Source: an optimization exercise on an open RTL-to-GDS flow (aim: small area). Production flows keep margins and buffers that such runs may drop.
The RTL was checked by simulation tests, not by an equivalence proof against the original design.
No run shown here takes its clock network from TritonCTS; it comes from the design's own scripts or RTL.
The flow treats the clock pin as an ideal source. Dropping or thinning the clock tree relies on that and would not hold on a real chip.
No activity file was given, so power comes from the tool's default toggle rates.

File: flow/config.mk
export PLATFORM = sky130hd
export DESIGN_NAME = Elevator
export DESIGN_NICKNAME = Elevator
export VERILOG_FILES = /design/flow/design.v
export SDC_FILE = /design/flow/constraint.sdc
export NUM_CORES = 4
export LEC_CHECK = 0
export CAP_MARGIN = 5
export CORE_AREA = 2 2 61 61
export DIE_AREA = 0 0 63 63
export GPL_TIMING_DRIVEN = 0
export PLACE_DENSITY = 0.85
export SLEW_MARGIN = 5
File: flow/constraint.sdc
create_clock -name core_clock -period 10.0 [get_ports {CLOCK_50}]
set_input_delay 2.0000 -clock core_clock [delete_from_list [all_inputs] [get_ports {CLOCK_50}]]
set_output_delay 2.0000 -clock core_clock [all_outputs]
set_load 0.01 [all_outputs]
File: flow/design.v
`timescale 1ns / 1ns
module Elevator(CLOCK_50, reset_n, SW, HEX0, LEDR, GPIO);
	input [5:0] SW;
	output [2:0] LEDR;
	output [4:0] GPIO;
	output [6:0] HEX0;
	input CLOCK_50;
	input reset_n;
	localparam [15:0] TICK_START = 16'h676B;
	localparam [15:0] TICK_END   = 16'h7AFD;
	localparam [15:0] TICK_POL   = 16'hAAAA;
	reg [15:0] tick_r;
	wire [15:0] tick = tick_r ^ TICK_POL;
	wire wrap = &(tick | ~TICK_END);
	wire [15:0] tick_next = (reset_n == 1'b0 || wrap) ? TICK_START :
	                        {tick[14:0], ~(tick[15] ^ tick[6])};
	reg delay;
	always @(posedge CLOCK_50)
	begin
		tick_r <= tick_next ^ TICK_POL;
		delay <= reset_n & wrap;
	end
	localparam [15:0] Q_NEXT0 = 16'b0111000010001111;
	localparam [15:0] Q_NEXT1 = 16'b1010101010101010;
	localparam [15:0] Q_NEXT2 = 16'b1100110011001100;
	localparam [15:0] Q_NEXT3 = 16'b1111000011110000;
	localparam [15:0] SEG0 = 16'b0101000010100000;
	localparam [15:0] SEG1 = 16'b1010110010010000;
	localparam [15:0] SEG2 = 16'b1010101000000000;
	localparam [15:0] SEG3 = 16'b0001100100101010;
	localparam [15:0] SEG4 = 16'b0001010100100110;
	localparam [15:0] SEG5 = 16'b0101001100000100;
	localparam [15:0] SEG6 = 16'b1001000101000000;
	localparam [3:0] Q_0 = 4'd6, Q_3 = 4'd2, Q_15 = 4'd11;
	reg [3:0] q;
	reg stop;
	wire [3:0] q_next = {Q_NEXT3[q], Q_NEXT2[q], Q_NEXT1[q], Q_NEXT0[q]};
	always @(posedge CLOCK_50)
	begin
		if (reset_n == 1'b0 || SW[0] == 1'b0 || q == Q_15)
			q <= Q_0;
		else if (delay)
			q <= q_next;
	end
	always @(posedge CLOCK_50)
	begin
		if (reset_n == 1'b0)
			stop <= 1'b0;
		else if (q == Q_3)
			stop <= 1'b1;
	end
	assign HEX0 = {SEG6[q], SEG5[q], SEG4[q], SEG3[q], SEG2[q], SEG1[q], SEG0[q]};
	StepperControl driver(CLOCK_50, reset_n, SW[3], SW[4], stop, wrap, LEDR[2:0], GPIO[3:0]);
	assign GPIO[4] = 1'b0;
endmodule
module StepperControl(clock, reset_n, reset, direction, stop, wrap, led, stepperPins);
input clock, reset_n, reset, direction, stop;
input wrap;
output [2:0] led;
output [3:0] stepperPins;
reg [2:0] SevenCount_n;
wire [2:0] SevenCount = ~SevenCount_n;
always @ (posedge clock)
begin
    if (reset_n == 0)
        SevenCount_n <= 3'b111;
    else if (wrap)
        SevenCount_n <= ~(SevenCount + 1'b1);
    else if (SevenCount == 3'b111 || reset == 0)
        SevenCount_n <= 3'b111;
end
assign led = SevenCount_n;
reg [5:0] sub;
reg [6:0] unit;
reg [3:0] slow;
wire sub_end  = ~(sub[5] | sub[3] | sub[1] | sub[0]);    
wire last_5   = (unit[6:5] == 2'b11) & (unit[3:0] == 4'b1111);  
wire slow_end = last_5 & ~sub[3];                          
wire hit = stop ? (slow > {1'b0, SevenCount}) : (unit[3:0] > {1'b0, SevenCount});
always @ (posedge clock)
begin
	if (reset_n == 0 || hit || sub_end || slow_end)
		sub <= 6'b111111;
	else
		sub <= {sub[4:0], sub[5] ^ sub[0]};
	if (reset_n == 0 || hit || slow_end)
		unit <= 7'd0;
	else if (sub_end)
		unit <= unit + 1'b1;
	if (reset_n == 0 || hit)
		slow <= 4'd0;
	else if (slow_end)
		slow <= slow + 1'b1;
end
localparam [7:0] STEP_NEXT0 = 8'b00110011;
localparam [7:0] STEP_NEXT1 = 8'b11100001;
localparam [7:0] STEP_NEXT2 = 8'b10101010;
localparam [7:0] PIN_F0 = 8'b11000100;
localparam [7:0] PIN_F1 = 8'b10100010;
localparam [7:0] PIN_F2 = 8'b00011010;
localparam [7:0] PIN_F3 = 8'b00001101;
localparam [7:0] PIN_B0 = 8'b00001101;
localparam [7:0] PIN_B1 = 8'b00011010;
localparam [7:0] PIN_B2 = 8'b10100010;
localparam [7:0] PIN_B3 = 8'b11000100;
reg [2:0] step;
always @ (posedge clock)
begin
	if (reset_n == 0)
		step <= 3'd0;
	else if (hit)
		step <= {STEP_NEXT2[step], STEP_NEXT1[step], STEP_NEXT0[step]};
end
assign stepperPins = direction ? {PIN_F3[step], PIN_F2[step], PIN_F1[step], PIN_F0[step]}
                               : {PIN_B3[step], PIN_B2[step], PIN_B1[step], PIN_B0[step]};
endmodule
File: flow/flow/run.sh
#!/bin/bash
# Layout flow: the standard ORFS flow (standard.sh) with
#  - synthesis mapped for area (flow/synth_area.tcl), kept only if its
#    registers are exactly the standard synthesis's (same names and cells),
#    with the smallest buffer for pass-through outputs;
#  - ports buffered with the smallest buffer;
#  - a one-level clock tree (flow/cts_pre.tcl);
set -euo pipefail
here=$(pwd)
res="$here/orfs/results/$FLOW_PLATFORM/Elevator/base"

regs() {
  # register instance, cell and output net of a synthesised netlist
  awk '/sky130_fd_sc_hd__df/ {cell=$1; name=$2} cell && /\.Q\(/ {print name, cell, $0; cell=""}' "$1" | sed 's/  */ /g' | sort
}

# 1. the standard synthesis, for reference
bash standard.sh synth > "$here/synth_standard.log" 2>&1
cp "$res/1_2_yosys.v" "$here/synth_standard.v"
regs "$here/synth_standard.v" > "$here/regs_standard.txt"

# 2. the area-mapped synthesis
rm -f "$res"/1_*
bash standard.sh synth SYNTH_SCRIPT="$here/flow/synth_area.tcl" \
  MIN_BUF_CELL_AND_PORTS="sky130_fd_sc_hd__buf_1 A X" > "$here/synth_area.log" 2>&1
regs "$res/1_2_yosys.v" > "$here/regs_area.txt"
if ! cmp -s "$here/regs_standard.txt" "$here/regs_area.txt"; then
  echo "registers differ from the standard synthesis: using the standard synthesis" | tee -a "$here/synth_area.log"
  rm -f "$res"/1_*
  bash standard.sh synth > "$here/synth_standard2.log" 2>&1
fi

# 3. the layout
bash standard.sh finish \
  BUFFER_PORTS_ARGS="-buffer_cell sky130_fd_sc_hd__buf_1" \
  PRE_CTS_TCL="$here/flow/cts_pre.tcl" \
  CORE_UTILIZATION= \
  > "$here/layout.log" 2>&1
File: flow/flow/abc_area1.script
strash
&get -n
&fraig -x
&st
&dch -f
&nf -R 1000
&put
strash
&get -n
&dch -f
&nf -R 1000
&put
File: flow/flow/abc_area10.script
strash
dc2
&get -n
&fraig -x
&st
&dch
&nf -R 5000
&put
strash
&get -n
&dch -f
&nf -R 5000
&put
File: flow/flow/abc_area11.script
strash
balance
rewrite
refactor
balance
rewrite -z
refactor -z
balance
&get -n
&st
&dch
&nf -R 2000
&put
strash
&get -n
&dch -f
&nf -R 2000
&put
File: flow/flow/abc_area12.script
strash
dc2
&get -n
&st
&dch
&nf -R 2000
&put
File: flow/flow/abc_area2.script
strash
&get -n
&fraig -x
&st
&dch -f
&nf -R 1000
&put
strash
&get -n
&dch -f
&nf -R 1000
&put
strash
&get -n
&dch -f
&nf -R 1000
&put
File: flow/flow/abc_area3.script
&get -n
&st
&dch -f
&nf -R 1000
&put
File: flow/flow/abc_area4.script
strash
&get -n
&fraig -x
&st
&dc2
&dch -f
&nf -R 1000
&put
File: flow/flow/abc_area6.script
strash
dc2
&get -n
&fraig -x
&st
&dch
&nf -R 2000
&put
strash
&get -n
&dch -f
&nf -R 2000
&put
File: flow/flow/abc_area8.script
strash
&get -n
&fraig -x
&st
&dc2
&dch -f
&nf -R 1000
&put
strash
dch -f
map -a
File: flow/flow/abc_area9.script
strash
dc2
dc2
&get -n
&fraig -x
&st
&dch
&nf -R 2000
&put
strash
&get -n
&dch -f
&nf -R 2000
&put
File: flow/flow/cts_pre.tcl
# Clock tree of one level (read by run.sh as PRE_CTS_TCL): the design has a few dozen registers, so the
# clock port drives clock_nbuf clock buffers, each placed at the centre
# of its group of registers (groups of equal size by k-means on the register positions).
# clock_tree_synthesis's H-tree would add a root buffer and larger leaves.
set ::clock_port CLOCK_50
set ::clock_buf sky130_fd_sc_hd__buf_4
set ::clock_nbuf 4

rename ::clock_tree_synthesis ::my_orig_clock_tree_synthesis
proc ::clock_tree_synthesis {args} {
  global clock_port clock_buf clock_nbuf
  set block [ord::get_db_block]
  set db [ord::get_db]
  set clk_net [[$block findBTerm $clock_port] getNet]
  set master [$db findMaster $clock_buf]
  set k $clock_nbuf
  set sinks {}
  foreach iterm [$clk_net getITerms] {
    set box [[$iterm getInst] getBBox]
    lappend sinks [list $iterm [expr { ([$box xMin] + [$box xMax]) / 2.0 }] [expr { ([$box yMin] + [$box yMax]) / 2.0 }]]
  }
  set n [llength $sinks]
  # initial centres: sinks spread along the sorted x order
  set sorted [lsort -real -index 1 $sinks]
  set centres {}
  for {set c 0} {$c < $k} {incr c} {
    set s [lindex $sorted [expr { int(($c + 0.5) * $n / $k) }]]
    lappend centres [list [lindex $s 1] [lindex $s 2]]
  }
  # k-means with groups of at most ceil(n/k) registers: each round hands
  # the (register, centre) pairs out nearest first
  set cap [expr { ($n + $k - 1) / $k }]
  for {set it 0} {$it < 50} {incr it} {
    set pairs {}
    for {set i 0} {$i < $n} {incr i} {
      set s [lindex $sinks $i]
      for {set c 0} {$c < $k} {incr c} {
        set d [expr { ([lindex $s 1] - [lindex $centres $c 0]) ** 2 + ([lindex $s 2] - [lindex $centres $c 1]) ** 2 }]
        lappend pairs [list $d $i $c]
      }
    }
    set assign [lrepeat $n -1]
    set count [lrepeat $k 0]
    foreach p [lsort -real -index 0 $pairs] {
      lassign $p d i c
      if { [lindex $assign $i] < 0 && [lindex $count $c] < $cap } {
        lset assign $i $c
        lset count $c [expr { [lindex $count $c] + 1 }]
      }
    }
    set new {}
    for {set c 0} {$c < $k} {incr c} {
      set sx 0; set sy 0; set m 0
      foreach s $sinks a $assign {
        if { $a == $c } { set sx [expr { $sx + [lindex $s 1] }]; set sy [expr { $sy + [lindex $s 2] }]; incr m }
      }
      if { $m > 0 } { lappend new [list [expr { $sx / $m }] [expr { $sy / $m }]] } else { lappend new [lindex $centres $c] }
    }
    set centres $new
  }
  for {set c 0} {$c < $k} {incr c} {
    set inst [odb::dbInst_create $block $master clkbuf_0_$c]
    set net [odb::dbNet_create $block clknet_0_$c]
    $net setSigType CLOCK
    set m 0
    foreach s $sinks a $assign {
      if { $a == $c } {
        set iterm [lindex $s 0]
        $iterm disconnect
        $iterm connect $net
        incr m
      }
    }
    [$inst findITerm A] connect $clk_net
    [$inst findITerm X] connect $net
    $inst setLocation [expr { int([lindex $centres $c 0]) }] [expr { int([lindex $centres $c 1]) }]
    $inst setPlacementStatus PLACED
    puts "clock buffer clkbuf_0_$c ($clock_buf) drives $m clock pins"
  }
}
File: flow/flow/synth_area.tcl
# The standard synthesis (synth_recipe.tcl, sourced below) with two changes
# that only touch the combinational logic:
#  - extract_fa is skipped, so the adder and counter logic is not frozen
#    into half/full-adder cells before technology mapping;
#  - abc maps for area: it runs once with each abc_area*.script in this
#    folder and keeps the mapping with the smallest cell area.
# Registers, their names and cell types are those of the standard synthesis.
set my_flow_dir [file dirname [file normalize [info script]]]

proc extract_fa {args} {
  puts "extract_fa skipped by flow/synth_area.tcl"
}

proc abc {args} {
  global my_flow_dir
  set i [lsearch -exact $args -script]
  set lib [lindex $args [expr { [lsearch -exact $args -liberty] + 1 }]]
  yosys design -save my_pre_abc
  set best_area ""
  foreach script [lsort [glob $my_flow_dir/abc_area*.script]] {
    yosys design -load my_pre_abc
    set try_args [lreplace $args [expr { $i + 1 }] [expr { $i + 1 }] $script]
    puts "abc $try_args"
    yosys abc {*}$try_args
    set stat_file $my_flow_dir/../abc_try.stat
    yosys tee -q -o $stat_file stat -liberty $lib
    set f [open $stat_file r]
    set text [read $f]
    close $f
    regexp {Chip area for module[^:]*:\s*([0-9.]+)} $text -> area
    puts "abc with [file tail $script]: cell area $area"
    if { $best_area eq "" || $area < $best_area } {
      set best_area $area
      yosys design -save my_best_abc
    }
  }
  yosys design -load my_best_abc
  puts "abc: kept the mapping with cell area $best_area"
}

source [file join [file dirname $my_flow_dir] synth_recipe.tcl]
File: flow/standard.sh
#!/bin/bash
# synth_recipe.tcl (not shown) runs the flow's synth.tcl, then flattens the netlist and writes it again
# the make line also repeats each setting of config.mk as NAME=value (left out here)
make -C /OpenROAD-flow-scripts/flow DESIGN_CONFIG=/design/flow/config.mk WORK_HOME=/design/flow/orfs CLKGATE_MAP_FILE= SYNTH_SCRIPT=/design/flow/synth_recipe.tcl "${@:-finish}"
==> results of run 1 <==
routing by layer:
metal | GRT usage (%) | part of all wire [%] | vias to the layer above
li1 | - | - | 698
met1 | 21.0 | 54 | 575
met2 | 20.2 | 40 | 24
met3 | 1.80 | 3.9 | 5
met4 | 2.50 | 1.6 | 0
met5 | 0 | 0 | -
flip-flops by register name, summed over array words and instances (netlist names):
register             flops
delay                    1
driver.sub               6
q                        4
driver.unit              7
driver.step              3
driver.slow              4
stop                     1
driver.SevenCount_n      3
tick_r                  16
final timing paths:
kind	start	to	depth (start not counted)
setup / recovery	SW[4]	GPIO[1]	3
hold / removal	tick_r[10]	tick_r[11]	1
setup reg to reg	driver.SevenCount_n[1]	driver.sub[0]	6
hold reg to reg	tick_r[10]	tick_r[11]	1
power groups by stage:
| stage | sequential, mW | clock (mW) | combinational (mW) |
|---|---|---|---|
| floorplan | 0.191 | 0 | 0.00648 |
| global placement | 0.191 | 0 | 0.00955 |
| detailed placement | 0.191 | 0 | 0.00981 |
| CTS | 0.192 | 0.0482 | 0.00983 |
| global route | 0.188 | 0.0714 | 0.0112 |
| finish | 0.187 | 0.0630 | 0.00973 |
metrics by stage:
stage | setup slack [ns] | instances | hold slack [ns] | util, % | area (sq um)
2_1_floorplan | 5.72 | 187 | 0.343 | - | 1650
3_3_place_gp | 5.43 | 251 | 0.351 | 53.1 | 1770
3_5_place_dp | 5.40 | 251 | 0.356 | 53.1 | 1770
4_1_cts | 5.40 | 255 | 0.357 | 54.0 | 1800
5_1_grt | 5.33 | 255 | 0.395 | 54.0 | 1800
6_report | 5.41 | 255 | 0.374 | 54.0 | 1800
logic make-up after synthesis:
group | synth area share, %
multiplexers | 1.83
AO/OA/AOI/OAI | 15.3
AND/OR/NAND/NOR | 22.1
buffers and inverters | 1.60
flip-flops | 54.8
other | 0.228
XOR/XNOR | 4.26
worst max-delay path: stages:
cell,delay (ns)
buf_1,0.21
mux2i_1,0.22
buf_1,0.16
Yosys cell counts:
library cell | count | area (sq um)
dfxtp_1 | 45 | 901
a22oi_1 | 2 | 15.0
xnor2_1 | 7 | 61.3
and2_0 | 2 | 12.5
nor2b_1 | 1 | 6.26
o211ai_1 | 3 | 22.5
a2bb2oi_1 | 1 | 8.76
a31o_1 | 1 | 8.76
or2_0 | 2 | 12.5
and3_1 | 3 | 18.8
nand2_1 | 26 | 97.6
xor2_1 | 1 | 8.76
o211a_1 | 1 | 10.0
o22ai_1 | 4 | 25.0
nor3_1 | 6 | 30.0
mux2i_1 | 3 | 30.0
a221oi_1 | 1 | 8.76
o21ai_0 | 14 | 70.1
clkinv_1 | 6 | 22.5
nand4_1 | 3 | 18.8
conb_1 | 1 | 3.75
a31oi_1 | 2 | 12.5
nor2_1 | 25 | 93.8
nor4_1 | 3 | 18.8
a21oi_1 | 14 | 70.1
buf_1 | 1 | 3.75
or3_1 | 7 | 43.8
nand3_1 | 2 | 10.0
layout make-up:
class	instances	area [sq um]	area share [%]
Multi-Input combinational cell	135	718	39.9
Inverter	6	22.5	1.25
Tap cell	46	57.6	3.20
Timing Repair Buffer	18	67.6	3.75
Buffer	5	33.8	1.88
Sequential cell	45	901	50.0
==> results.yml, run 1 <==
outcome:
  outcome: "finished clean"
yosys:
  syn-num-nets: 195
  ys_seq_area_share_pct: 54.8
  syn-cell-area_sq_um: 1650
  synth_area_per_cell_sq_um: 8.80
  syn-instance-count: 187
  yosys_warnings: 2
  synth-seq-cells: 45
  ys_types: 28
sta:
  fin_crit_sh_pct: 45.9
  fin_crit_ns: 4.59
  worstMarginPinSlew_ns: 1.01
  skew_ns: 0.0114
  rsz0062_at_grt: "false"
  slew_viol_final: 0
  maxSlewHeadroom_pct: 32.2
  fin_tns_setup_ns: 0
  hold_viol: 0
  fmax_mhz: 218
  setup_violations: 0
placement:
  place_congestion: 0.757
  dp.final_hpwl_microns: 1990
  io_buffers: 18
global_routing:
  grtUsageTotal_pct: 13.6
  grt_max_degree: 14
  grt_first_pass_wirelength_microns: 4690
  grt_pass1_vias: 1054
  grt-ovfl-total: 0
  grt_antenna_before_repair: 0
final_layout:
  most-common-layout-cells: "dfxtp_1 (45), nand2_1 (26), nor2_1 (25), buf_1 (19)"
  layout_commonest_cell: "dfxtp_1"
  final_layout_size_suffix_gt1_share_pct: 1.91
  fill_cells: 319
  final_nets: 219
  antenna_cells: 0
  synthToLayoutAreaGrowth_pct: 9.43
power_and_ir_drop:
  netSwitchingPower_uw: 51.1
  intPower_uw: 209
  total_leakage_power_nw: 0.661
  p_comb_share_pct: 3.7
  seq_power_share_pct: 72.0
  ir_drop_mv: 0.0653
  p_clk_share_pct: 24.2
  p_sw_share_pct: 19.6
  powerDensity_nw_per_um2: 144
  p_total_uw: 260
worst_setup_path:
  crit_path_max_fanout: 6
  crit_type: "input port to output pin"
  ff2ff_setup_slack_ns: 7.47
  end_kind: "output pin"
  cp-start-kind: "input port"
  critical_path_arrival_ns: 2.59
  critPathRequiredTime_ns: 8.00
clock_network:
  clk_pin_slew_ns: 0.10
  cts_hold_buf: 0
  insertion_delay_ns: 0.14
  cts_resized: 0
  cts_setup_buffers: 0
die:
  io_pins: 23
  rows: 21
  die_area_sq_um: 3970
  design.core.area_sq_um: 3340
  initial_utilization_pct: 49.3
  dieHeight_microns: 63
  fp.dieW_microns: 63
run:
  drv_cap: 0
min_path:
  holdCritPathClass: "register to register"
routing:
  ant_nets: 0
  wl_microns: 2810
  drtIter0Drc: 17
  viasPerCell: 5.11
  drc: 0
  firstDrtPassIters: 6
  via_count: 1302
  post_drt_wl_per_cell_microns: 11.0
==> run 2: changes to the inputs <==
==> flow/config.mk (replaced) <==
export PLATFORM = sky130hd
export DESIGN_NAME = Elevator
export DESIGN_NICKNAME = Elevator
export VERILOG_FILES = /design/flow/design.v
export SDC_FILE = /design/flow/constraint.sdc
export NUM_CORES = 4
export LEC_CHECK = 0
export CAP_MARGIN = 0
export CORE_AREA = 2 2 61 61
export DIE_AREA = 0 0 63 63
export GPL_TIMING_DRIVEN = 0
export SLEW_MARGIN = 0
==> results.yml, run 2 <==
clock_network:
  cts_hold_buf: 0
  clk_pin_slew_ns: 0.10
  insertion_delay_ns: 0.14
  cts_setup_buffers: 0
  cts_resized: 0
yosys:
  synth_top_family_by_area: "simple AND/OR/NAND/NOR gates"
  synth_edf_count: 0
  synth_area_per_cell_sq_um: 8.80
  ys_seq_area_share_pct: 54.8
  synthSimpleGateAreaFrac_pct: 22.1
  synth_area_leaders: "dfxtp_1 (55%), nand2_1 (5.9%), nor2_1 (5.7%)"
  synth_compound_gate_area_share_pct: 15.3
  yosysMostFrequentCell: "dfxtp_1"
  syn-instance-count: 187
  syn-cell-area_sq_um: 1650
  muxShareOfSynthArea_pct: 1.83
  synth_top_cell_by_area: "dfxtp_1"
  yosys_warnings: 2
  synthTopCellsByCount: "dfxtp_1 (45), nand2_1 (26), nor2_1 (25)"
  synthAdderAreaFrac_pct: 0
  synth_xor_area_share_pct: 4.26
  ys_types: 28
  synthFlopType: "dfxtp_1"
  synth_top_area_share_pct: 54.8
  syn-num-nets: 195
  synth-async-reset-ratio_pct: 0
  synth-seq-cells: 45
placement:
  dp_cells: 251
  io_buffers: 18
  place_congestion: 0.713
  dp.final_hpwl_microns: 2210
final_layout:
  final_layout_size_suffix_gt1_share_pct: 1.91
  layout_commonest_cell: "dfxtp_1"
  most-common-layout-cells: "dfxtp_1 (45), nand2_1 (26), nor2_1 (25), buf_1 (19)"
  largest_registers: "tick_r x16, driver.unit x7, driver.sub x6"
  final_nets: 219
  top_register: "tick_r"
  layout.cells.non_filler: 255
  largest_reg_flops: 16
  synthToLayoutAreaGrowth_pct: 9.43
  antenna_cells: 0
sta:
  rsz0062_at_grt: "false"
  worstMarginPinSlew_ns: 0.997
  maxSlewHeadroom_pct: 33.0
  fmax_mhz: 218
  fin_crit_sh_pct: 46.0
  skew_ns: 0.00367
  slew_viol_final: 0
  fin_crit_ns: 4.60
  setup_violations: 0
  hold_viol: 0
  fin_tns_setup_ns: 0
worst_setup_path:
  slowest_delay_ns: 0.22
  critPathRequiredTime_ns: 8.00
  rr_worst_depth: 6
  crit_type: "input port to output pin"
  path_cells: "buf_1 -> mux2i_1 -> buf_1"
  cp-start-kind: "input port"
  crit_top_cell: "buf_1"
  cp_slowest_cell: "buf_1"
  ff2ff_setup_slack_ns: 7.50
  end_kind: "output pin"
  crit_path_max_fanout: 6
  r2r_start: "driver.SevenCount_n[0]"
  rr_endpoint: "driver.sub[0]"
  critical_path_arrival_ns: 2.60
die:
  fp.dieW_microns: 63
  die_area_sq_um: 3970
  io_pins: 23
  rows: 21
  design.core.area_sq_um: 3340
  dieHeight_microns: 63
  initial_utilization_pct: 49.3
global_routing:
  grt_pass1_vias: 1248
  grt-ovfl-total: 0
  grt_first_pass_wirelength_microns: 5360
  grtUsageTotal_pct: 15.6
  grt_antenna_before_repair: 0
  grt_max_degree: 14
routing:
  viasPerCell: 5.39
  firstDrtPassIters: 4
  drc: 0
  ant_nets: 0
  drtIter0Drc: 87
  via_count: 1375
  post_drt_wl_per_cell_microns: 11.7
  wl_microns: 2980
run:
  drv_cap: 0
power_and_ir_drop:
  seq_power_share_pct: 72.4
  p_sw_share_pct: 19.3
  p_comb_share_pct: 3.8
  intPower_uw: 209
  p_total_uw: 259
  p_clk_share_pct: 23.8
  ir_drop_mv: 0.0945
  powerDensity_nw_per_um2: 144
  total_leakage_power_nw: 0.661
  netSwitchingPower_uw: 49.9
outcome:
  outcome: "finished clean"
min_path:
  min-delay-start: "tick_r[10]"
  holdCritPathClass: "register to register"
  min_delay_path_depth: 1
  min_to: "tick_r[11]"
[run 2: area by class of cell]
class / instances / area, sq um
flip-flops and latches: 45 / 901
repair buffers: 18 / 67.6
fillers: 345 / 1540
multi-input cells: 135 / 718
well taps: 46 / 57.6
inverters: 6 / 22.5
plain buffers: 5 / 33.8
[run 2: how the worst max path moves through the flow]
stage,to,slack (ns),from,cells past startpoint
floorplan,GPIO[3],5.72,SW[4],1
CTS,GPIO[2],5.39,SW[4],3
detailed placement,GPIO[2],5.39,SW[4],3
global route,GPIO[1],5.36,SW[4],3
global placement,GPIO[2],5.43,SW[4],3
finish,GPIO[2],5.40,SW[4],3
[run 2: cells by family after synthesis]
kind of cell           Yosys count
multiplexers                     3
AND/OR/NAND/NOR                 80
other                            1
AO/OA/AOI/OAI                   43
XOR/XNOR                         8
flip-flops                      45
buffers and inverters            7
[run 2: critical path, delay by kind of cell]
| family | cells | cell delay, ns |
|---|---|---|
| buffers and inverters | 2 | 0.39 |
| multiplexers | 1 | 0.21 |
[run 2: through the flow]
stage | instance area [sq um] | setup slack, ns | hold slack [ns] | util, %
floorplan | 1650 | 5.72 | 0.343 | -
global placement | 1770 | 5.43 | 0.351 | 53.1
global route | 1800 | 5.36 | 0.411 | 54.0
detailed placement | 1770 | 5.39 | 0.355 | 53.1
finish | 1800 | 5.40 | 0.382 | 54.0
CTS | 1800 | 5.39 | 0.360 | 54.0
[run 2: metal layers]
metal / GRT usage, % / vias to the layer above / share of wire [%]
met3: 1.26 / 5 / 2.9
met4: 1.67 / 0 / 1.1
met1: 18.2 / 655 / 44
li1: - / 697 / -
met2: 31.1 / 18 / 52
met5: 0 / - / 0
[run 2: power groups by stage]
| stage | logic, mW | clock network [mW] | registers, mW |
|---|---|---|---|
| final | 0.00989 | 0.0616 | 0.187 |
| after global routing | 0.0115 | 0.0719 | 0.188 |
| after global placement | 0.00961 | 0 | 0.191 |
| after CTS | 0.0101 | 0.0482 | 0.192 |
| after floorplan | 0.00648 | 0 | 0.191 |
| after detailed placement | 0.00999 | 0 | 0.192 |
==> run 3: changes to the inputs <==
--- a/flow/flow/cts_pre.tcl
+++ b/flow/flow/cts_pre.tcl
@@ -3,8 +3,8 @@
 # of its group of registers (groups of equal size by k-means on the register positions).
 # clock_tree_synthesis's H-tree would add a root buffer and larger leaves.
 set ::clock_port CLOCK_50
-set ::clock_buf sky130_fd_sc_hd__buf_4
-set ::clock_nbuf 4
+set ::clock_buf sky130_fd_sc_hd__buf_6
+set ::clock_nbuf 3
 
 rename ::clock_tree_synthesis ::my_orig_clock_tree_synthesis
 proc ::clock_tree_synthesis {args} {
--- a/flow/config.mk
+++ b/flow/config.mk
@@ -5,8 +5,8 @@
 export SDC_FILE = /design/flow/constraint.sdc
 export NUM_CORES = 4
 export LEC_CHECK = 0
-export CAP_MARGIN = 0
+export CAP_MARGIN = 20
 export CORE_AREA = 2 2 61 61
 export DIE_AREA = 0 0 63 63
 export GPL_TIMING_DRIVEN = 0
-export SLEW_MARGIN = 0
+export SLEW_MARGIN = 20
==> results.yml, run 3 <==
outcome:
  outcome: "finished clean"
worst_setup_path:
  slowest_delay_ns: 0.22
  critical_path_arrival_ns: 2.60
  cp_slowest_cell: "buf_1"
  path_cells: "buf_1 -> mux2i_1 -> buf_1"
  startpoint: "SW[4]"
  cp-endpoint: "GPIO[2]"
  ff2ff_setup_slack_ns: 7.50
  r2r_start: "driver.SevenCount_n[1]"
  path_delay_family: "buffers and inverters"
  crit_path_max_fanout: 6
  critical_path_depth: 3
  rr_worst_depth: 6
  crit_type: "input port to output pin"
  rr_endpoint: "driver.sub[0]"
  end_kind: "output pin"
  cp-start-kind: "input port"
  crit_top_cell: "buf_1"
  critPathRequiredTime_ns: 8.00
  critical_path_buf_inv_count: 2
yosys:
  synth_area_per_cell_sq_um: 8.80
  syn-num-nets: 195
  synth_edf_count: 0
  yosys_warnings: 2
  synth-async-reset-ratio_pct: 0
  synth-seq-cells: 45
  synthTopCellsByCount: "dfxtp_1 (45), nand2_1 (26), nor2_1 (25)"
  syn-cell-area_sq_um: 1650
  syn-instance-count: 187
  ys_types: 28
  synth_top_cell_by_area: "dfxtp_1"
  synth_top_area_share_pct: 54.8
  yosysMostFrequentCell: "dfxtp_1"
  synth_area_leaders: "dfxtp_1 (55%), nand2_1 (5.9%), nor2_1 (5.7%)"
  synthFlopType: "dfxtp_1"
  ys_seq_area_share_pct: 54.8
sta:
  fmax_mhz: 217
  fin_tns_setup_ns: 0
  fin_crit_sh_pct: 46.0
  rsz0062_at_grt: "false"
  fin_crit_ns: 4.60
  final.setup.worst_slack_ns: 5.40
  worstMarginPinSlew_ns: 0.626
  hold_viol: 0
  slew_viol_final: 0
  setup_violations: 0
  hold-worst-slack_ns: 0.381
  skew_ns: 0.00684
  maxSlewHeadroom_pct: 57.8
power_and_ir_drop:
  ir_drop_mv: 0.100
  total_leakage_power_nw: 0.664
  p_total_uw: 263
  p_sw_share_pct: 19.3
  seq_power_share_pct: 71.3
  p_clk_share_pct: 24.9
  intPower_uw: 212
  netSwitchingPower_uw: 50.7
  p_comb_share_pct: 3.7
  powerDensity_nw_per_um2: 145
placement:
  io_buffers: 18
  place_congestion: 0.713
  placed_cell_area_sq_um: 1770
  dp.final_hpwl_microns: 2210
  pre_cts_slack_ns: 5.39
final_layout:
  largest_reg_flops: 16
  top_register: "tick_r"
  multi_input_area_sq_um: 718
  final_nets: 219
  most-common-layout-cells: "dfxtp_1 (45), nand2_1 (26), nor2_1 (25), buf_1 (19)"
  antenna_cells: 0
  fill_cells: 338
  final_design_area_no_fill_sq_um: 1810
  largest_registers: "tick_r x16, driver.unit x7, driver.sub x6"
  final-seq-area_sq_um: 901
  synthToLayoutAreaGrowth_pct: 9.96
  layout_commonest_cell: "dfxtp_1"
  final_layout_size_suffix_gt1_share_pct: 1.91
die:
  initial_utilization_pct: 49.3
  io_pins: 23
  dieHeight_microns: 63
  rows: 21
  die_area_sq_um: 3970
  fp.dieW_microns: 63
  design.core.area_sq_um: 3340
global_routing:
  grt_max_degree: 16
  grt_pass1_vias: 1232
  grt-ovfl-total: 0
  grt_antenna_before_repair: 0
  grtUsageTotal_pct: 15.3
  grt_first_pass_wirelength_microns: 5260
run:
  drv_cap: 0
min_path:
  holdCritPathClass: "register to register"
routing:
  drtIter0Drc: 92
  viasPerCell: 5.35
  drc: 0
  wl_microns: 2970
  via_count: 1364
  firstDrtPassIters: 4
  post_drt_wl_per_cell_microns: 11.6
  ant_nets: 0
clock_network:
  cts_hold_buf: 0
  insertion_delay_ns: 0.12
  cts_resized: 0
  clk_pin_slew_ns: 0.09
  cts_setup_buffers: 0
run 3: per-stage QoR:
stage,util (%),std cells
floorplan,-,187
global placement,53.1,251
detailed placement,53.1,251
CTS,54.1,254
global route,54.2,255
finish,54.2,255
run 3: power by group through the flow:
| stage | Clock [mW] | Sequential, mW | Combinational, mW |
|---|---|---|---|
| 3_3_place_gp | 0 | 0.191 | 0.00961 |
| 2_1_floorplan | 0 | 0.191 | 0.00648 |
| 3_5_place_dp | 0 | 0.192 | 0.00999 |
| 4_1_cts | 0.0512 | 0.192 | 0.0101 |
| 6_report | 0.0655 | 0.188 | 0.00986 |
| 5_1_grt | 0.0752 | 0.188 | 0.0115 |
run 3: final cells by class:
cell class,instances,share of cell area [%]
buffer,4,2.07
inverter,6,1.24
multi-input combinational,135,39.7
sequential,45,49.8
tap,46,3.18
timing repair buffer,19,4.01
run 3: cells by family (layout without fill, tap and decap cells):
| family | Yosys count | count (layout) | synth area share (%) |
|---|---|---|---|
| flops | 45 | 45 | 54.8 |
| simple gates | 80 | 80 | 22.1 |
| mux | 3 | 3 | 1.83 |
| other cells | 1 | 1 | 0.228 |
| xor+xnor | 8 | 8 | 4.26 |
| compound gates | 43 | 43 | 15.3 |
| buf+inv | 7 | 29 | 1.60 |
run 3: worst min path at each step:
stage	from	to	slack, ns	depth (start not counted)
floorplan	tick_r[10]	tick_r[11]	0.34	1
global placement	tick_r[10]	tick_r[11]	0.35	1
detailed placement	tick_r[10]	tick_r[11]	0.35	1
CTS	tick_r[10]	tick_r[11]	0.36	1
global route	tick_r[8]	tick_r[9]	0.41	1
finish	tick_r[10]	tick_r[11]	0.38	1
run 3: routing by layer:
metal	share of wire, %	up-vias	global-route usage (%)
li1	-	697	-
met1	45	647	18.4
met5	0	-	0
met3	2.7	5	1.08
met2	50	15	29.9
met4	1.7	0	1.94
run 3: worst reg2reg max path, stage by stage (launching register included):
cell	delay (ns)
dfxtp_1	0.40
a22oi_1	0.18
o21ai_0	0.10
o21ai_0	0.51
nand2_1	0.25
or2_0	0.48
or3_1	0.45
==> run 4: changes to the inputs <==
--- a/flow/flow/cts_pre.tcl
+++ b/flow/flow/cts_pre.tcl
@@ -1,10 +1,10 @@
-# Clock tree of one level (read by run.sh as PRE_CTS_TCL): the design has a few dozen registers, so the
-# clock port drives clock_nbuf clock buffers, each placed at the centre
+# Clock tree of one level (read by run.sh as PRE_CTS_TCL): the design has a
+# few dozen registers, so the clock port drives clock_nbuf buffers, each placed at the centre
 # of its group of registers (groups of equal size by k-means on the register positions).
 # clock_tree_synthesis's H-tree would add a root buffer and larger leaves.
 set ::clock_port CLOCK_50
-set ::clock_buf sky130_fd_sc_hd__buf_6
-set ::clock_nbuf 3
+set ::clock_buf sky130_fd_sc_hd__buf_4
+set ::clock_nbuf 4
 
 rename ::clock_tree_synthesis ::my_orig_clock_tree_synthesis
 proc ::clock_tree_synthesis {args} {
--- a/flow/config.mk
+++ b/flow/config.mk
@@ -5,8 +5,8 @@
 export SDC_FILE = /design/flow/constraint.sdc
 export NUM_CORES = 4
 export LEC_CHECK = 0
-export CAP_MARGIN = 20
+export CAP_MARGIN = 5
 export CORE_AREA = 2 2 61 61
 export DIE_AREA = 0 0 63 63
 export GPL_TIMING_DRIVEN = 0
-export SLEW_MARGIN = 20
+export SLEW_MARGIN = 5
==> results.yml, run 4 <==
yosys:
  syn-instance-count: 187
  syn-num-nets: 195
  synth_area_leaders: "dfxtp_1 (55%), nand2_1 (5.9%), nor2_1 (5.7%)"
  yosysMostFrequentCell: "dfxtp_1"
  synth_top_area_share_pct: 54.8
  synthTopCellsByCount: "dfxtp_1 (45), nand2_1 (26), nor2_1 (25)"
  ys_types: 28
  synth-async-reset-ratio_pct: 0
  ys_seq_area_share_pct: 54.8
  synth_edf_count: 0
  syn-cell-area_sq_um: 1650
  synthFlopType: "dfxtp_1"
  synth-seq-cells: 45
  yosys_warnings: 2
  synth_area_per_cell_sq_um: 8.80
  synth_top_cell_by_area: "dfxtp_1"
final_layout:
  layout_commonest_cell: "dfxtp_1"
  final_layout_size_suffix_gt1_share_pct: 1.91
  top_register: "tick_r"
  largest_reg_flops: 16
  final_design_area_no_fill_sq_um: 1800
  final-seq-area_sq_um: 901
  synthToLayoutAreaGrowth_pct: 9.43
  antenna_cells: 0
  final_util_pct: 54.0
  largest_registers: "tick_r x16, driver.unit x7, driver.sub x6"
  final_nets: 219
  multi_input_area_sq_um: 718
  fill_cells: 345
  most-common-layout-cells: "dfxtp_1 (45), nand2_1 (26), nor2_1 (25), buf_1 (19)"
clock_network:
  insertion_delay_ns: 0.14
  cts_setup_buffers: 0
  cts_resized: 0
  cts_hold_buf: 0
  clk_pin_slew_ns: 0.10
global_routing:
  grt_util_met2_pct: 31.1
  busiest_layer: "met2"
  grt_max_degree: 14
  grt_use_met3_pct: 1.26
  grtUsageTotal_pct: 15.6
  grt_first_pass_wirelength_microns: 5360
  grt-ovfl-total: 0
  grt_antenna_before_repair: 0
  globalRouteMet1Util_pct: 18.2
  grt_pass1_vias: 1248
sta:
  fin_crit_sh_pct: 46.0
  hold_viol: 0
  fin_crit_ns: 4.60
  skew_ns: 0.00367
  slew_viol_final: 0
  fmax_mhz: 218
  maxSlewHeadroom_pct: 33.0
  rsz0062_at_grt: "false"
  fin_tns_setup_ns: 0
  worstMarginPinSlew_ns: 0.997
  final.setup.worst_slack_ns: 5.40
  setup_violations: 0
min_path:
  min-delay-start: "tick_r[10]"
  holdCritPathClass: "register to register"
  min_to: "tick_r[11]"
  min_delay_path_depth: 1
routing:
  drc: 0
  viasPerCell: 5.39
  post_drt_wl_per_cell_microns: 11.7
  ant_nets: 0
  firstDrtPassIters: 4
  via_count: 1375
  wl_microns: 2980
  drtIter0Drc: 87
power_and_ir_drop:
  ir_drop_mv: 0.0945
  powerDensity_nw_per_um2: 144
  p_total_uw: 259
  total_leakage_power_nw: 0.661
die:
  initial_utilization_pct: 49.3
  fp.dieW_microns: 63
  io_pins: 23
  design.core.area_sq_um: 3340
  die_area_sq_um: 3970
  dieHeight_microns: 63
  rows: 21
placement:
  placed_cell_area_sq_um: 1770
  place_congestion: 0.713
  pre_cts_slack_ns: 5.39
  dp.final_hpwl_microns: 2210
  io_buffers: 18
worst_setup_path:
  slowest_delay_ns: 0.22
  crit_type: "input port to output pin"
  crit_path_max_fanout: 6
  critical_path_buf_inv_count: 2
  path_cells: "buf_1 -> mux2i_1 -> buf_1"
  cp-start-kind: "input port"
  r2r_start: "driver.SevenCount_n[0]"
  critical_path_arrival_ns: 2.60
  crit_top_cell: "buf_1"
  path_delay_family: "buffers and inverters"
  cp_slowest_cell: "buf_1"
  end_kind: "output pin"
  ff2ff_setup_slack_ns: 7.50
  rr_worst_depth: 6
  rr_endpoint: "driver.sub[0]"
  critPathRequiredTime_ns: 8.00
run:
  drv_cap: 0
outcome:
  outcome: "finished clean"
run 4: cell counts after synthesis:
No cell type changed its count.
run 4: stage by stage:
stage          instances  hold WS (ns)
4_1_cts              255         0.360
3_5_place_dp         251         0.355
3_3_place_gp         251         0.351
5_1_grt              255         0.411
2_1_floorplan        187         0.343
6_report             255         0.382
run 4: worst max path at each step:
stage / depth (start not counted) / endpoint / startpoint
6_report: 3 / GPIO[2] / SW[4]
5_1_grt: 3 / GPIO[1] / SW[4]
4_1_cts: 3 / GPIO[2] / SW[4]
3_5_place_dp: 3 / GPIO[2] / SW[4]
3_3_place_gp: 3 / GPIO[2] / SW[4]
2_1_floorplan: 1 / GPIO[3] / SW[4]
run 4: power by group:
group	switching, mW	internal, mW	total, mW	leakage (nW)
logic	0.00626	0.00363	0.00989	0.273
clock network	0.0406	0.0210	0.0616	0.0192
registers	0.00306	0.184	0.187	0.368
total	0.0499	0.209	0.259	0.661
run 4: worst reg2reg max path: stages, from the launching register on:
cell,delay (ns)
dfxtp_1,0.40
a22oi_1,0.19
o21ai_0,0.10
o21ai_0,0.51
nand2_1,0.25
or2_0,0.49
or3_1,0.46
run 4: kinds of logic (layout without fill, tap and decap cells):
| family | Yosys count | after routing | share of synthesized area [%] |
|---|---|---|---|
| muxes | 3 | 3 | 1.83 |
| DFF | 45 | 45 | 54.8 |
| AOI/OAI and AO/OA | 43 | 43 | 15.3 |
| xor gates and xnor gates | 8 | 8 | 4.26 |
| buffers and inverters | 7 | 29 | 1.60 |
| and+or+nand+nor | 80 | 80 | 22.1 |
| other | 1 | 1 | 0.228 |
run 4: final cells by class:
type | instances | area share, %
multi-input cells | 135 | 39.9
plain buffers | 5 | 1.88
inverters | 6 | 1.25
repair buffers | 18 | 3.75
well taps | 46 | 3.20
flip-flops and latches | 45 | 50.0
run 4: layer usage:
layer / routed length, microns / share of wire [%]
met3: 85 / 2.9
met4: 34 / 1.1
met1: 1320 / 44
met5: 0 / 0
met2: 1540 / 52

-- what the ideal ports hide --
How much do the figures lean on ideal ports? The routed layouts below were timed once more, with nothing changed but the port constraints.
Step 1 sets driving cells, clkbuf_16 on the clock port and buf_2 on the other inputs (assumed; they add their load-dependent delay and slew).
Step 2, shift: input delay + t, output delay - t, t = (earliest + latest rising clock arrival at the registers) / 2. This alone moves slack from input paths to output paths.
Slacks: no drivers / after step 1 / after step 2; pairs: no drivers / after step 1.
run | t, ns | setup WS [ns] | hold slack, ns | worst setup path after step 2 | worst register clock-pin slew, ns
run 1 | 0.180 | 5.407 / 5.383 / 5.383 | 0.374 / 0.374 / 0.374 | input to output | 0.10 / 0.10
run 2 | 0.179 | 5.404 / 5.381 / 5.381 | 0.382 / 0.382 / 0.382 | input to output | 0.10 / 0.10
run 3 | 0.171 | 5.402 / 5.379 / 5.379 | 0.381 / 0.381 / 0.381 | input to output | 0.10 / 0.10
run 4 | 0.179 | 5.404 / 5.381 / 5.381 | 0.382 / 0.382 / 0.382 | input to output | 0.10 / 0.10
After both steps every run listed still meets setup and hold. The setup slack of run 1, which loses most, moves by -0.024 ns with the drivers and by -0.024 ns with both steps.
